From an optimization exercise on the open Yosys and OpenROAD flow, aimed at small area; shortcuts taken in it are not production practice.
Function was checked by simulation only, so behaviour that the tests miss may differ from the original.
No driver is modelled on the clock port, so clock power and skew are understated where the tree is cut down; a real chip needs a root buffer or a tree.
No activity file was given, so power comes from the tool's default toggle rates.

**design/flow/flow/run.sh**
```bash
#!/bin/bash
# Own layout flow: the standard ORFS flow, with two synthesis changes and
# smaller port buffers.
#  - synthesis is ORFS's synth.tcl (through synth_recipe.tcl, so the registers,
#    their names and cells are the standard synthesis's), but the final ABC
#    mapping uses flow/area.abc (area-oriented restructuring and mapping,
#    no gate upsizing), and the full-adder extraction is off;
#  - the ports are buffered with sky130_fd_sc_hd__buf_1;
#  - after CTS, the clock tree's leaf buffers are folded into its root
#    buffer (flow/fixcts.tcl): one clkbuf_4 drives the dozen flip-flops.
set -euo pipefail
W=$PWD
sed "s#\$::env(SCRIPTS_DIR)/synth.tcl#$W/my_synth.tcl#" synth_recipe.tcl > my_synth_recipe.tcl
awk -v s="$W/flow/area.abc" '{print} /synth_preamble.tcl/ {print "set abc_args [lreplace $abc_args 1 1 " s "]"}' \
    "$FLOW_HOME/scripts/synth.tcl" > my_synth.tcl
grep -q "lreplace \$abc_args 1 1" my_synth.tcl
ARGS=(SYNTH_SCRIPT=$W/my_synth_recipe.tcl ADDER_MAP_FILE=
      "BUFFER_PORTS_ARGS=-buffer_cell sky130_fd_sc_hd__buf_1"
      "CTS_ARGS=-sink_clustering_enable -repair_clock_nets -buf_list sky130_fd_sc_hd__clkbuf_4 -dont_use_dummy_load")
bash standard.sh "${ARGS[@]}" cts > standard_to_cts.log 2>&1
R=$W/orfs/results/$FLOW_PLATFORM/binaryDisplay/base
IN_ODB=$R/4_cts.odb OUT_ODB=$R/4_cts.odb openroad -no_init -exit flow/fixcts.tcl > fixcts.log 2>&1
bash standard.sh "${ARGS[@]}" finish > standard_finish.log 2>&1
```
**design/flow/flow/area.abc**
```
strash
dc2
balance
rewrite
refactor
balance
rewrite
rewrite -z
balance
refactor -z
rewrite -z
balance
dc2
&get -n
&deepsyn -T 240
&put
dc2
dch
amap
topo
```
**design/flow/flow/fixcts.tcl**
```tcl
# Collapse CTS's two-level clock tree into its root buffer: every clock sink
# of a leaf buffer is moved to the root buffer's output net, then the leaf
# buffers are removed. The root buffer (a clkbuf_4) then drives all the
# flip-flops, so the clock port still drives only that one buffer.
# Usage: IN_ODB=... OUT_ODB=... openroad -exit fixcts.tcl
read_db $::env(IN_ODB)
set block [ord::get_db_block]
set clk [$block findNet clk]
set root ""
foreach it [$clk getITerms] {
  if {[$it isInputSignal]} {
    set inst [$it getInst]
    if {[string match "*clkbuf*" [[$inst getMaster] getName]]} { set root $inst }
  }
}
if {$root == ""} { puts "no root clock buffer"; exit 1 }
set rootout ""
foreach it [$root getITerms] { if {[$it isOutputSignal]} { set rootout [$it getNet] } }
puts "root [$root getName] drives [$rootout getName]"
set leaves {}
foreach it [$rootout getITerms] {
  set inst [$it getInst]
  if {$inst != $root && [string match "*clkbuf*" [[$inst getMaster] getName]]} { lappend leaves $inst }
}
foreach leaf $leaves {
  set lout ""
  foreach it [$leaf getITerms] { if {[$it isOutputSignal]} { set lout [$it getNet] } }
  set sinks {}
  foreach it [$lout getITerms] { if {[$it getInst] != $leaf} { lappend sinks $it } }
  foreach it $sinks { $it disconnect; $it connect $rootout }
  puts "leaf [$leaf getName]: moved [llength $sinks] sinks"
  odb::dbInst_destroy $leaf
  odb::dbNet_destroy $lout
}
write_db $::env(OUT_ODB)
```
**design/flow/standard.sh**
```bash
#!/bin/bash
# synth_recipe.tcl (not shown) runs the flow's synth.tcl, then flattens the netlist and writes it again
# the make line also repeats each setting of config.mk as NAME=value (left out here)
make -C /OpenROAD-flow-scripts/flow DESIGN_CONFIG=/design/flow/config.mk WORK_HOME=/design/flow/orfs CLKGATE_MAP_FILE= SYNTH_SCRIPT=/design/flow/synth_recipe.tcl "${@:-finish}"
```
**design/flow/config.mk**
```make
export PLATFORM = sky130hd
export DESIGN_NAME = binaryDisplay
export DESIGN_NICKNAME = binaryDisplay
export VERILOG_FILES = /design/flow/design.v
export SDC_FILE = /design/flow/constraint.sdc
export NUM_CORES = 4
export LEC_CHECK = 0
export ABC_AREA = 1
export ABC_CLOCK_PERIOD_IN_PS = 50000
export CAP_MARGIN = 20
export CORE_MARGIN = 2
export CORE_UTILIZATION = 20
export CTS_BUF_LIST = sky130_fd_sc_hd__clkbuf_4
export SLEW_MARGIN = 20
```
**design/flow/constraint.sdc**
```tcl
create_clock -name core_clock -period 50.0 [get_ports {clk}]
set_input_delay 10.0000 -clock core_clock [delete_from_list [all_inputs] [get_ports {clk}]]
set_output_delay 10.0000 -clock core_clock [all_outputs]
set_load 0.01 [all_outputs]
```
**design/flow/design.v**
```verilog
module prescaler(
        input wire clk,
        input wire rst,
        output wire clk_out
    );
    reg [4:0] sr;
    wire fb = sr[4] ? ~sr[2] : (sr[2] & ~sr[3]);
    assign clk_out = ~|sr[3:0];
    always @(posedge clk, posedge rst) begin
        if (rst)
            sr <= 5'b10001;
        else
            sr <= {sr[3:0], fb};
    end
endmodule
module binaryDisplay(
        input [12:0] SW,
        input wire clk,
        input reset,
        output [6:0] segmentDisplay,
        output [3:0] an,
        output dp
    );
    wire en;
    prescaler PRESCALER (.clk(clk), .rst(reset), .clk_out(en));
    reg [1:0] sel;
    reg on;
    reg [3:0] digit;
    wire [3:0] nd;
    bcd_digit EXT (.SW(SW), .sel(sel), .en(en), .digit(digit), .d(nd));
    always @(posedge clk, posedge reset) begin
        if (reset) begin
            sel <= 2'd3;
            on <= 1'b0;
        end else if (en) begin
            sel <= sel + 2'd1;
            if (sel == 2'd0)
                on <= 1'b1;
        end
    end
    always @(posedge clk) begin
        digit <= nd;
    end
    assign dp = on;
    assign an = {on & (sel != 2'd0), on & (sel != 2'd3),
                 on & (sel != 2'd2), on & (sel != 2'd1)};
    assign segmentDisplay[0] = on & ((digit == 4'd1) | (digit == 4'd4) | (digit == 4'd12));
    assign segmentDisplay[1] = on & ((digit == 4'd5) | (digit == 4'd6) | (digit == 4'd13) | (digit == 4'd14));
    assign segmentDisplay[2] = on & ((digit == 4'd2) | (digit == 4'd10));
    assign segmentDisplay[3] = on & ((digit == 4'd1) | (digit == 4'd4) | (digit == 4'd7) | (digit == 4'd12) | (digit == 4'd15));
    assign segmentDisplay[4] = on & ((digit == 4'd1) | (digit == 4'd3) | (digit == 4'd4) | (digit == 4'd5) | (digit == 4'd7) | (digit == 4'd9) | (digit == 4'd11) | (digit == 4'd12) | (digit == 4'd13) | (digit == 4'd15));
    assign segmentDisplay[5] = on & ((digit == 4'd1) | (digit == 4'd2) | (digit == 4'd3) | (digit == 4'd7) | (digit == 4'd11) | (digit == 4'd15));
    assign segmentDisplay[6] = on & ((digit == 4'd0) | (digit == 4'd1) | (digit == 4'd7) | (digit == 4'd10) | (digit == 4'd11) | (digit == 4'd15));
endmodule
module bcd_digit(input wire [12:0] SW, input wire [1:0] sel, input wire [3:0] digit, input wire en, output wire [3:0] d);
  wire new_n25, new_n26, new_n27, new_n28, new_n29, new_n30, new_n31, new_n32, new_n33, new_n34, new_n35, new_n36, new_n37, new_n38, new_n39, new_n40, new_n41, new_n42, new_n43, new_n44, new_n45, new_n46, new_n47, new_n48, new_n49, new_n50, new_n51, new_n52, new_n53, new_n54, new_n55, new_n56, new_n57, new_n58, new_n59, new_n60, new_n61, new_n62, new_n63, new_n64, new_n65, new_n66, new_n67, new_n68, new_n69, new_n70, new_n71, new_n72, new_n73, new_n74, new_n75, new_n76, new_n77, new_n78, new_n79, new_n80, new_n81, new_n82, new_n83, new_n84, new_n85, new_n86, new_n87, new_n88, new_n89, new_n90, new_n91, new_n92, new_n93, new_n94, new_n95, new_n96, new_n97, new_n98, new_n99, new_n100, new_n101, new_n102, new_n103, new_n104, new_n105, new_n106, new_n107, new_n108, new_n109, new_n110, new_n111, new_n112, new_n113, new_n114, new_n115, new_n116, new_n117, new_n118, new_n119, new_n120, new_n121, new_n122, new_n123, new_n124, new_n125, new_n126, new_n127, new_n128, new_n129, new_n130, new_n131, new_n132, new_n133, new_n134, new_n135, new_n136, new_n137, new_n138, new_n139, new_n140, new_n141, new_n142, new_n143, new_n144, new_n145, new_n146, new_n147, new_n148, new_n149, new_n150, new_n151, new_n152, new_n153, new_n154, new_n155, new_n156, new_n157, new_n158, new_n159, new_n160, new_n161, new_n162, new_n163, new_n164, new_n165, new_n166, new_n167, new_n168, new_n169, new_n171, new_n172, new_n173, new_n174, new_n176, new_n177, new_n178, new_n179, new_n180, new_n182, new_n183, new_n184;
  assign new_n25 = ~SW[2];
  assign new_n26 = ~SW[8];
  assign new_n27 = ~SW[10];
  assign new_n28 = ~SW[11];
  assign new_n29 = ~SW[12];
  assign new_n30 = ~sel[0];
  assign new_n31 = ~sel[1];
  assign new_n32 = ~en;
  assign new_n33 = ~digit[1];
  assign new_n34 = ~digit[2];
  assign new_n35 = ~new_n28 & ~new_n29;
  assign new_n36 = ~new_n35 | (~SW[8]& ~SW[9]& ~SW[10]);
  assign new_n37 = ~new_n36;
  assign new_n38 = ~new_n26 | ~new_n37;
  assign new_n39 = ~SW[9]& ~SW[8]& ~new_n28 & ~new_n29;
  assign new_n40 = (~SW[9]| ~new_n38) & (~SW[10]| ~new_n39);
  assign new_n41 = ~new_n40;
  assign new_n42 = ~new_n38 | (~new_n26 & ~new_n35);
  assign new_n43 = ~new_n41 & ~SW[7]& ~new_n42;
  assign new_n44 = new_n43 | new_n27 | new_n39;
  assign new_n45 = ~new_n44 & ~new_n28 & ~new_n37;
  assign new_n46 = ~new_n45 & (~SW[12]| ~new_n36);
  assign new_n47 = ~SW[7]& ~new_n46;
  assign new_n48 = ~new_n47;
  assign new_n49 = ~new_n42 & ~new_n48;
  assign new_n50 = ~new_n49;
  assign new_n51 = (~new_n41 & ~new_n50) | (~new_n40 & ~new_n49);
  assign new_n52 = SW[7]& new_n46;
  assign new_n53 = ~new_n47 & ~new_n52;
  assign new_n54 = ~new_n53;
  assign new_n55 = new_n54 | SW[6]| new_n42;
  assign new_n56 = ~new_n44 & ~new_n46;
  assign new_n57 = (new_n29 | new_n37 | new_n43) & (new_n27 | new_n39);
  assign new_n58 = ~new_n56 & ~new_n57;
  assign new_n59 = ~new_n55 | ~new_n51 | ~new_n58;
  assign new_n60 = ~new_n59;
  assign new_n61 = ~new_n56 & (~SW[11]| ~new_n36);
  assign new_n62 = ~new_n45 & ~new_n61;
  assign new_n63 = ~new_n60 & ~new_n62;
  assign new_n64 = ~SW[6]& ~new_n63;
  assign new_n65 = SW[6]& new_n63;
  assign new_n66 = ~new_n64 & ~new_n65;
  assign new_n67 = ~new_n66;
  assign new_n68 = new_n51 & new_n55 & new_n62;
  assign new_n69 = ~new_n59 | (~new_n58 & ~new_n68);
  assign new_n70 = ~new_n48 | ~new_n42 | (~SW[6]& ~new_n63 & ~new_n52);
  assign new_n71 = ~new_n70 | ~new_n50 | (~new_n45 & ~new_n61 & ~new_n55);
  assign new_n72 = ~new_n71;
  assign new_n73 = ~SW[5]& ~new_n54 & ~new_n67;
  assign new_n74 = ~new_n72 & ~new_n73;
  assign new_n75 = ~new_n51 & (~new_n55 | ~new_n62);
  assign new_n76 = new_n60 | new_n68 | new_n75;
  assign new_n77 = ~new_n76 & ~new_n72 & ~new_n73;
  assign new_n78 = ~new_n77 & new_n69;
  assign new_n79 = SW[5]| new_n78;
  assign new_n80 = SW[5]& new_n78;
  assign new_n81 = ~new_n69 & ~new_n73;
  assign new_n82 = ~new_n71 | ~new_n81;
  assign new_n83 = ~new_n82 | (~new_n74 & ~new_n76);
  assign new_n84 = new_n80 | ~new_n79;
  assign new_n85 = ~SW[4]& ~new_n67 & ~new_n84;
  assign new_n86 = ~new_n82 | (~new_n71 & ~new_n81);
  assign new_n87 = ~new_n77 & ~new_n86;
  assign new_n88 = (~SW[6]& ~new_n63) | (~new_n65 & ~new_n79);
  assign new_n89 = ~new_n53 & ~new_n88;
  assign new_n90 = ~new_n89 & (~new_n53 | ~new_n88);
  assign new_n91 = ~new_n90 & ~new_n85 & ~new_n77 & ~new_n86;
  assign new_n92 = ~new_n83 & ~new_n91;
  assign new_n93 = ~SW[4]& ~new_n92;
  assign new_n94 = ~new_n93;
  assign new_n95 = ~new_n79 | (~new_n80 & ~new_n94);
  assign new_n96 = ~new_n66 | ~new_n95;
  assign new_n97 = ~new_n96 | (~new_n66 & ~new_n95);
  assign new_n98 = ~new_n93 & (~SW[4]| ~new_n92);
  assign new_n99 = ~new_n98;
  assign new_n100 = ~new_n84 & ~SW[3]& ~new_n99;
  assign new_n101 = new_n85 | ~new_n83;
  assign new_n102 = ~new_n90 & ~new_n101;
  assign new_n103 = ~new_n102 & ~new_n91 & (~new_n90 | ~new_n101);
  assign new_n104 = ~new_n97 | new_n100 | ~new_n103;
  assign new_n105 = ~new_n87 & ~new_n102;
  assign new_n106 = ~new_n104 | (~new_n91 & ~new_n105);
  assign new_n107 = ~new_n106;
  assign new_n108 = ~SW[3]& ~new_n107;
  assign new_n109 = ~new_n108 & (~SW[3]| ~new_n107);
  assign new_n110 = ~new_n25 | ~new_n109;
  assign new_n111 = ~new_n100 & ~new_n107;
  assign new_n112 = ~new_n97 | ~new_n111;
  assign new_n113 = ~new_n112;
  assign new_n114 = ~new_n104 | (~new_n103 & ~new_n113);
  assign new_n115 = ~new_n98 | ~new_n108;
  assign new_n116 = ~new_n84 & (~new_n94 | ~new_n115);
  assign new_n117 = ~new_n116 & (~new_n94 | ~new_n115 | ~new_n84);
  assign new_n118 = ~new_n117;
  assign new_n119 = ~new_n99 & ~new_n110;
  assign new_n120 = ~new_n112 | (~new_n97 & ~new_n111);
  assign new_n121 = ~new_n119 & ~new_n117 & ~new_n120;
  assign new_n122 = ~new_n121 & new_n114;
  assign new_n123 = ~new_n110 & ~new_n122;
  assign new_n124 = new_n115 & (new_n98 | new_n108);
  assign new_n125 = ~new_n123 & ~new_n124;
  assign new_n126 = ~new_n114 & ~new_n99 & ~new_n110;
  assign new_n127 = ~new_n125 & ~sel[1]& ~new_n126;
  assign new_n128 = ~new_n127 & (~sel[1]| ~new_n63);
  assign new_n129 = ~new_n128;
  assign new_n130 = ~SW[2]& ~new_n122;
  assign new_n131 = ~new_n109 & ~new_n130;
  assign new_n132 = ~new_n131 & ~sel[1]& ~new_n123;
  assign new_n133 = ~new_n132 & (~sel[1]| ~new_n78);
  assign new_n134 = ~sel[1]& ~new_n121;
  assign new_n135 = ~new_n114 & ~new_n119;
  assign new_n136 = ~new_n118 | ~new_n135;
  assign new_n137 = ~new_n120 | ~new_n136;
  assign new_n138 = (~sel[1]| ~new_n37) & (~new_n134 | ~new_n137);
  assign new_n139 = ~new_n136 | (~new_n118 & ~new_n135);
  assign new_n140 = (~sel[1]& ~new_n121 & ~new_n139) | (~new_n31 & ~new_n46);
  assign new_n141 = ~new_n138 & ~new_n128 & ~new_n140;
  assign new_n142 = new_n138 & (new_n128 | new_n133);
  assign new_n143 = ~new_n140 & ~new_n141;
  assign new_n144 = ~new_n141 & (~new_n140 | ~new_n142);
  assign new_n145 = ~new_n144;
  assign new_n146 = ~new_n133 & ~new_n144;
  assign new_n147 = new_n138 | (~new_n128 & ~new_n140);
  assign new_n148 = ~new_n147 | (~new_n133 & ~new_n144);
  assign new_n149 = ~new_n129 | ~new_n148;
  assign new_n150 = new_n149 & (new_n129 | new_n148);
  assign new_n151 = ~new_n25 & new_n122;
  assign new_n152 = ~new_n31 | (~new_n130 & ~new_n151);
  assign new_n153 = ~new_n152 | (~new_n31 & ~new_n92);
  assign new_n154 = ~new_n153;
  assign new_n155 = (~new_n31 & ~new_n106) | (~SW[1]& ~sel[1]);
  assign new_n156 = ~new_n155;
  assign new_n157 = ~new_n150 & (~new_n153 | ~new_n156);
  assign new_n158 = ~new_n146 & (~new_n133 | ~new_n144);
  assign new_n159 = ~new_n158;
  assign new_n160 = ~new_n158 & ~new_n157 & (~new_n154 | ~new_n155);
  assign new_n161 = ~new_n153 & ~new_n159;
  assign new_n162 = ~new_n142 & ~new_n143;
  assign new_n163 = ~new_n149 | ~new_n162;
  assign new_n164 = ~new_n163 | (~new_n153 & ~new_n159 & ~new_n150);
  assign new_n165 = ~new_n160 & ~new_n164;
  assign new_n166 = ~sel[1]| ~new_n122;
  assign new_n167 = SW[0]| ~new_n31;
  assign new_n168 = ~new_n32 & (~new_n30 | ~new_n167 | ~new_n166);
  assign new_n169 = ~new_n168 | (~new_n30 & ~new_n165);
  assign d[0]= new_n169 & (en | digit[0]);
  assign new_n171 = ~new_n156 & ~new_n165;
  assign new_n172 = ~new_n171 & ~sel[0]& (~new_n156 | ~new_n165);
  assign new_n173 = ~new_n163 | (~new_n150 & ~new_n161);
  assign new_n174 = ~new_n30 & ~new_n173;
  assign d[1]= (~new_n32 & ~new_n174 & ~new_n172) | (~en & ~new_n33);
  assign new_n176 = ~new_n171 & ~new_n173;
  assign new_n177 = (~new_n171 & ~new_n173) | (~new_n156 & ~new_n163);
  assign new_n178 = ~new_n154 & ~new_n177;
  assign new_n179 = ~new_n178 & (~new_n154 | ~new_n177);
  assign new_n180 = ~en | (~new_n30 & ~new_n145) | (~sel[0]& ~new_n179);
  assign d[2]= ~new_n180 | (~en & ~new_n34);
  assign new_n182 = ~new_n176 & ~new_n178;
  assign new_n183 = ~sel[0]& ~new_n160 & ~new_n182 & (~new_n158 | ~new_n165);
  assign new_n184 = ~new_n30 & ~new_n147;
  assign d[3]= (new_n32 | new_n184 | new_n183) & (en | digit[3]);
endmodule
```
==> impl_metrics.ini, run 1 <==
[floorplan]
initial_core_util_pct = 20.8
ios = 27
die_extent_in_y_microns = 83.0
chipWidth_microns = 83.0
core-area_sq_um = 5990
floorplan.die_area_sq_um = 6880
num_rows = 28

[setup_path]
setup.worst_path.start = SW[12]
critical_path.slowest_cell = o22ai_1
timing_worst_setup_path_type = primary input to flop
timing.critical_path.to = digit[3]$_DFF_P_
crit_fanout = 5
critical_path_arrival_ps = 20240
critical_path.most_common_cell = nor2_1
worst_ep_required_time_ps = 50110
start_kind = primary input
cp-end-kind = flop
crit_path_max_incr_delay_ps = 360
worstReg2RegEnd = digit[3]$_DFF_P_
critical_path.reg2reg.startpoint = sel[1]$_DFFE_PP1P_
rr_worst_depth = 19
reg2reg_setup_slack_ps = 46320

[placed_design]
placed_cells = 316
port_buffers = 26
gp_congestion = 0.791
hpwlAfterDp_mm = 2.53

[min_path]
holdCritPathClass = flop to flop

[route]
drtPass1Iterations = 4
initialDrtViolationCount = 88
wire_per_inst_microns = 9.29
route.antenna.remaining_nets = 0
drc = 0
via_density_per_instance = 4.63
route.vias.total = 1468
route.final.wire_length_mm = 2.94

[synth]
avgSynthCellArea_sq_um = 5.83
synth.area.top_cells = nor2_1 16%, a21oi_1 10%, clkinv_1 10%
ys_warn_count = 2
synth_top_area_cell = nor2_1
synth_edf_count = 0
synth-seq-cells = 12
syn-num-nets = 229
synth_top_area_share_pct = 16.2
ys_seq_area_share_pct = 22.9
synth-main-ff-cell = dfxtp_1
synth_cell_type_count = 30
async_flop_share_pct = 66.7
post_synth_instance_area_sq_um = 1250
synth_top_cells_by_count = 54 x nor2_1, 34 x clkinv_1, 26 x a21oi_1
synthesis.instances = 214
post-synth-top-count-cell = nor2_1

[clock_network]
holdBufCountCts = 0
clkSinkCount = 12
post_cts_resize_count = 0
cts.repair_timing.setup_buffer_count = 0
clock_insertion_delay_worst_skew_ps = 170
cts.reportedPaths.clkPinSlew_ps = 110

[timing]
final_min_period_over_clock_period_pct = 40.3
drv_slew = 0
min_period_ps = 20130
tightestPinTransition_ps = 466
hold_viol = 0
fin_worst_skew_ps = 0.979
rsz0062_at_grt = no
tns_ps = 0
timing.fmax_mhz = 49.7
final-setup-viol-count = 0
worst_slew_margin_rel_pct = 68.6

[layout]
num-fill-cells = 679
final_nets = 259
n_antenna_cell = 0
areaGrowthSynthToFinish_pct = 16.5
drive_above_1_share_pct = 2.48
instances_no_fill = 317

[grt]
grt_util_all_layers_pct = 9.18
globalRouteOverflowTotal = 0
grt_pass1_vias = 1220
grt_start_max_net_pins = 13
initial_antenna_violation_count = 0
first_pass_grt_wire_length_mm = 5.26

[pwr]
leakagePower_nw = 0.520
p_per_area_nw_per_um2 = 56.1
power.ir.vdd_worst_mv = 0.0165

[status]
outcome = timing/DRC/antenna clean

[flow_run]
max_cap_viol_count = 0
[flip-flops by register name (all words and copies together) (netlist names)]
signal / count
PRESCALER.sr: 5
on: 1
digit: 4
sel: 2
[how the worst min path moves through the flow]
stage	startpoint	to	slack (ps)	cells after the start
2_1_floorplan	PRESCALER.sr[1]$_DFF_PP0_	PRESCALER.sr[2]$_DFF_PP0_	360	0
3_3_place_gp	PRESCALER.sr[1]$_DFF_PP0_	PRESCALER.sr[2]$_DFF_PP0_	370	0
3_5_place_dp	PRESCALER.sr[1]$_DFF_PP0_	PRESCALER.sr[2]$_DFF_PP0_	370	0
4_1_cts	PRESCALER.sr[1]$_DFF_PP0_	PRESCALER.sr[2]$_DFF_PP0_	390	0
5_1_grt	PRESCALER.sr[0]$_DFF_PP1_	PRESCALER.sr[1]$_DFF_PP0_	420	0
6_report	PRESCALER.sr[1]$_DFF_PP0_	PRESCALER.sr[2]$_DFF_PP0_	410	0
[through the flow]
stage / hold slack (ps) / utilization, % / instance area, sq um / setup slack, ps / total power [W]
floorplan: 355 / - / 1250 / 31360 / 0.0000659
global placement: 369 / 24.1 / 1450 / 29790 / 0.0000767
detailed placement: 369 / 24.1 / 1450 / 29670 / 0.0000777
CTS: 393 / 24.5 / 1470 / 29910 / 0.0000836
global route: 416 / 24.3 / 1450 / 28140 / 0.0000926
finish: 408 / 24.3 / 1450 / 29870 / 0.0000816
[per-layer routing]
| layer | track usage (%) | wire length, microns | up-vias |
|---|---|---|---|
| met5 | 0 | 0 | - |
| met4 | 1.64 | 20 | 0 |
| met3 | 0.696 | 43 | 2 |
| met2 | 15.2 | 1400 | 16 |
| met1 | 13.1 | 1480 | 647 |
| li1 | - | - | 803 |
[placed cells by master (no fill, tap or decap), types with 2 or more instances in the layout]
master,n
nor2_1,54
clkinv_1,34
a21oi_1,26
buf_1,26
o21ai_0,20
nand2_1,17
nor3_1,12
o21a_1,6
o22ai_1,5
dfstp_2,4
dfrtp_1,4
dfxtp_1,4
a22oi_1,3
o32ai_1,2
nand3_1,2
a31oi_1,2
or3_1,2
nor2b_1,2
or2_0,2
and3_1,2
[final cells by class]
cell class                      count  area (sq um)  share of cell area, %
Multi-Input combinational cell    168           835                   57.4
Inverter                           34           128                   8.78
Timing Repair Buffer               27           105                   7.23
Sequential cell                    12           285                   19.6
Clock buffer                        1          7.51                  0.516
Tap cell                           75          93.8                   6.45
[power by group]
part | switching, W | internal [W]
clock network | 0.00000225 | 0.000000963
logic | 0.0000404 | 0.0000253
registers | 0.00000129 | 0.0000114
total | 0.0000439 | 0.0000377
[worst max-delay path, delay by kind of cell]
kind                   cells  cell delay, ps
AND/OR/NAND/NOR           34            5320
buffers and inverters     10            1240
AO/OA/AOI/OAI             19            3680
[cells by family (layout without fill, tap and decap cells)]
family,after synthesis,after routing,synth area share [%]
simple gates,95,95,32.0
compound gates,73,73,34.9
buf+inv,34,62,10.2
flops,12,12,22.9
==> run 2, diff against run 1 <==
==> design/flow/flow/run.sh (replaced) <==
#!/bin/bash
# Own layout flow: the standard ORFS flow, with two synthesis changes and
# smaller port buffers.
#  - synthesis is ORFS's synth.tcl (through synth_recipe.tcl, so the registers,
#    their names and cells are the standard synthesis's), but the final ABC
#    mapping uses flow/area.abc (area-oriented restructuring and mapping,
#    no gate upsizing), and the full-adder extraction is off;
#  - the ports are buffered with sky130_fd_sc_hd__buf_1.
set -euo pipefail
W=$PWD
sed "s#\$::env(SCRIPTS_DIR)/synth.tcl#$W/my_synth.tcl#" synth_recipe.tcl > my_synth_recipe.tcl
awk -v s="$W/flow/area.abc" '{print} /synth_preamble.tcl/ {print "set abc_args [lreplace $abc_args 1 1 " s "]"}' \
    "$FLOW_HOME/scripts/synth.tcl" > my_synth.tcl
grep -q "lreplace \$abc_args 1 1" my_synth.tcl
bash standard.sh SYNTH_SCRIPT=$W/my_synth_recipe.tcl ADDER_MAP_FILE= \
    "BUFFER_PORTS_ARGS=-buffer_cell sky130_fd_sc_hd__buf_1" finish > standard.log 2>&1
removed: design/flow/flow/fixcts.tcl
==> impl_metrics.ini, run 2 <==
[pwr]
power.ir.vdd_worst_mv = 0.0162
pwr-share-comb_pct = 77.8
leakagePower_nw = 0.531
totalPowerFinal_w = 0.0000840
p_switching_w = 0.0000444
share_of_total_power_consumed_by_net_switching_pct = 52.8
clkPwrFrac_pct = 7.0
p_per_area_nw_per_um2 = 57.0
p_int_w = 0.0000396
power.share.sequential_pct = 15.2

[synth]
synth-seq-cells = 12
synth.area.top_cells = nor2_1 16%, a21oi_1 10%, clkinv_1 10%
avgSynthCellArea_sq_um = 5.83
synth_top_area_share_pct = 16.2
post-synth-top-count-cell = nor2_1
synth-main-ff-cell = dfxtp_1
syn-num-nets = 229
synth_top_cells_by_count = 54 x nor2_1, 34 x clkinv_1, 26 x a21oi_1
ys_seq_area_share_pct = 22.9
post_synth_instance_area_sq_um = 1250
synthesis.instances = 214
synth_edf_count = 0
async_flop_share_pct = 66.7
ys_warn_count = 2
synth_cell_type_count = 30
synth_top_area_cell = nor2_1

[grt]
globalRouteOverflowTotal = 0
grt_pass1_vias = 1237
grt_start_max_net_pins = 12
first_pass_grt_wire_length_mm = 5.30
grt_util_all_layers_pct = 8.78
initial_antenna_violation_count = 0

[route]
route.vias.total = 1470
drtPass1Iterations = 4
drc = 0
route.final.wire_length_mm = 2.96
wire_per_inst_microns = 9.25
via_density_per_instance = 4.59
route.antenna.remaining_nets = 0
initialDrtViolationCount = 54

[setup_path]
critical_path.slowest_cell = o22ai_1
crit_fanout = 5
crit_path_max_incr_delay_ps = 360
critical_path_arrival_ps = 20220
timing_worst_setup_path_type = primary input to flop
cp-end-kind = flop
worst_ep_required_time_ps = 50190
start_kind = primary input
critical_path.most_common_cell = nor2_1

[timing]
rsz0062_at_grt = no
drv_slew = 0
tightestPinTransition_ps = 466
timing.fmax_mhz = 49.9
hold_viol = 0
final_min_period_over_clock_period_pct = 40.1
worst_slew_margin_rel_pct = 68.6
tns_ps = 0
fin_worst_skew_ps = 0.363
final-setup-viol-count = 0
min_period_ps = 20030

[clock_network]
clock_buffers_created_by_tritoncts = 3
clkSinkCount = 12
htreeDepth = 1
tritoncts = built
clock_insertion_delay_worst_skew_ps = 260
post_cts_resize_count = 0
max-clock-path-buffers = 2
cts_root_buf = clkbuf_4
holdBufCountCts = 0
cts.repair_timing.setup_buffer_count = 0
cts.reportedPaths.clkPinSlew_ps = 70

[floorplan]
num_rows = 28
floorplan.die_area_sq_um = 6880
die_extent_in_y_microns = 83.0
ios = 27
chipWidth_microns = 83.0
initial_core_util_pct = 20.8
core-area_sq_um = 5990

[layout]
max_flop_register = PRESCALER.sr
final_cell_area_sq_um = 1470
drive_above_1_share_pct = 3.27
areaGrowthSynthToFinish_pct = 18.1
final_nets = 261
num-fill-cells = 678
n_antenna_cell = 0
largest_register_ffs = 5
instances_no_fill = 320
largest_registers = PRESCALER.sr: 5 flops, digit: 4 flops, sel: 2 flops
leading_cell_type_in_the_layout_fill_and_taps_excluded = nor2_1
layout_common_cells = 54 x nor2_1, 35 x clkinv_1, 26 x a21oi_1, 26 x buf_1, 20 x o21ai_0

[placed_design]
hpwlAfterDp_mm = 2.53
gp_congestion = 0.791
port_buffers = 26
placedInstanceArea_sq_um = 1450
placed_cells = 316

[flow_run]
max_cap_viol_count = 0

[min_path]
holdCritPathClass = flop to flop

[status]
outcome = timing/DRC/antenna clean
-- run 2: cell type report --
cell class              count  area, sq um  area share [%]
flip-flops and latches     12          285            19.4
clock inverters             1         3.75           0.255
well taps                  75         93.8            6.37
inverters                  34          128            8.67
repair buffers             27          105            7.14
multi-input cells         168          835            56.7
clock buffers               3         22.5            1.53
-- run 2: cells by family after synthesis --
kind of cell / count (synthesis) / share of synthesized area [%]
AND/OR/NAND/NOR: 95 / 32.0
flip-flops: 12 / 22.9
AO/OA/AOI/OAI: 73 / 34.9
buffers and inverters: 34 / 10.2
-- run 2: routing by layer --
layer  track usage (%)  routed length [microns]  vias up
li1                  -                        -      807
met1              11.8                     1500      646
met2              14.8                     1400       15
met3              1.19                       35        2
met4              2.24                       20        0
met5                 0                        0        -
-- run 2: per-stage QoR --
step	worst slack (ps)	hold WS (ps)	utilization (%)
after floorplan	31360	355	-
after global placement	29790	369	24.1
after detailed placement	29670	369	24.1
after CTS	29910	403	24.6
after global routing	28230	400	24.6
final	29970	398	24.6
-- run 2: critical path, delay by kind of cell --
| kind | cells | cell delay [ps] |
|---|---|---|
| and+or+nand+nor | 34 | 5300 |
| buffers and inverters | 10 | 1240 |
| AOI/OAI and AO/OA | 19 | 3670 |
-- run 2: worst paths after layout --
check                                                  to  slack, ps  cells past startpoint                 startpoint
worst max-delay path                     digit[3]$_DFF_P_      29970                     63                     SW[12]
worst min-delay path            PRESCALER.sr[2]$_DFF_PP0_        400                      0  PRESCALER.sr[1]$_DFF_PP0_
worst max register to register           digit[3]$_DFF_P_      46320                     19         sel[1]$_DFFE_PP1P_
worst min register to register  PRESCALER.sr[2]$_DFF_PP0_        400                      0  PRESCALER.sr[1]$_DFF_PP0_
max in group asynchronous       PRESCALER.sr[4]$_DFF_PP1_      40160                      2                      reset
min in group asynchronous                  on$_DFFE_PP0P_       9600                      2                      reset
-- run 2: power groups by stage --
stage / clock network, W / logic (W) / registers (W)
6_report: 0.00000591 / 0.0000653 / 0.0000127
5_1_grt: 0.00000655 / 0.0000756 / 0.0000130
4_1_cts: 0.00000611 / 0.0000650 / 0.0000128
3_5_place_dp: 0 / 0.0000647 / 0.0000130
3_3_place_gp: 0 / 0.0000638 / 0.0000130
2_1_floorplan: 0 / 0.0000533 / 0.0000125

-- re-timing with driven ports --
In the flow no input, the clock included, has a driving cell. The finished layouts below were timed again as built, in two steps.
Step 1 assumes that a clkbuf_16 drives the clock port and a buf_2 every other input.
Step 2 times the ports against the registers' clock, not the clock port: input delays grow and output delays shrink by t, the midpoint of the rising clock arrivals with the driver on.
a / b / c = no drivers / after step 1 / after step 2; a / b = the first two.
run | shift t [ns] | setup slack, ns | cell pins on the clock port's net
run 1 | 0.190 | 29.871 / 29.869 / 29.679 | 1
run 2 | 0.284 | 29.969 / 29.968 / 29.684 | 1
After both steps setup and hold are still met in every run listed. For run 2, which loses most, drivers alone change the setup slack by -0.001 ns; drivers and shift together by -0.285 ns.
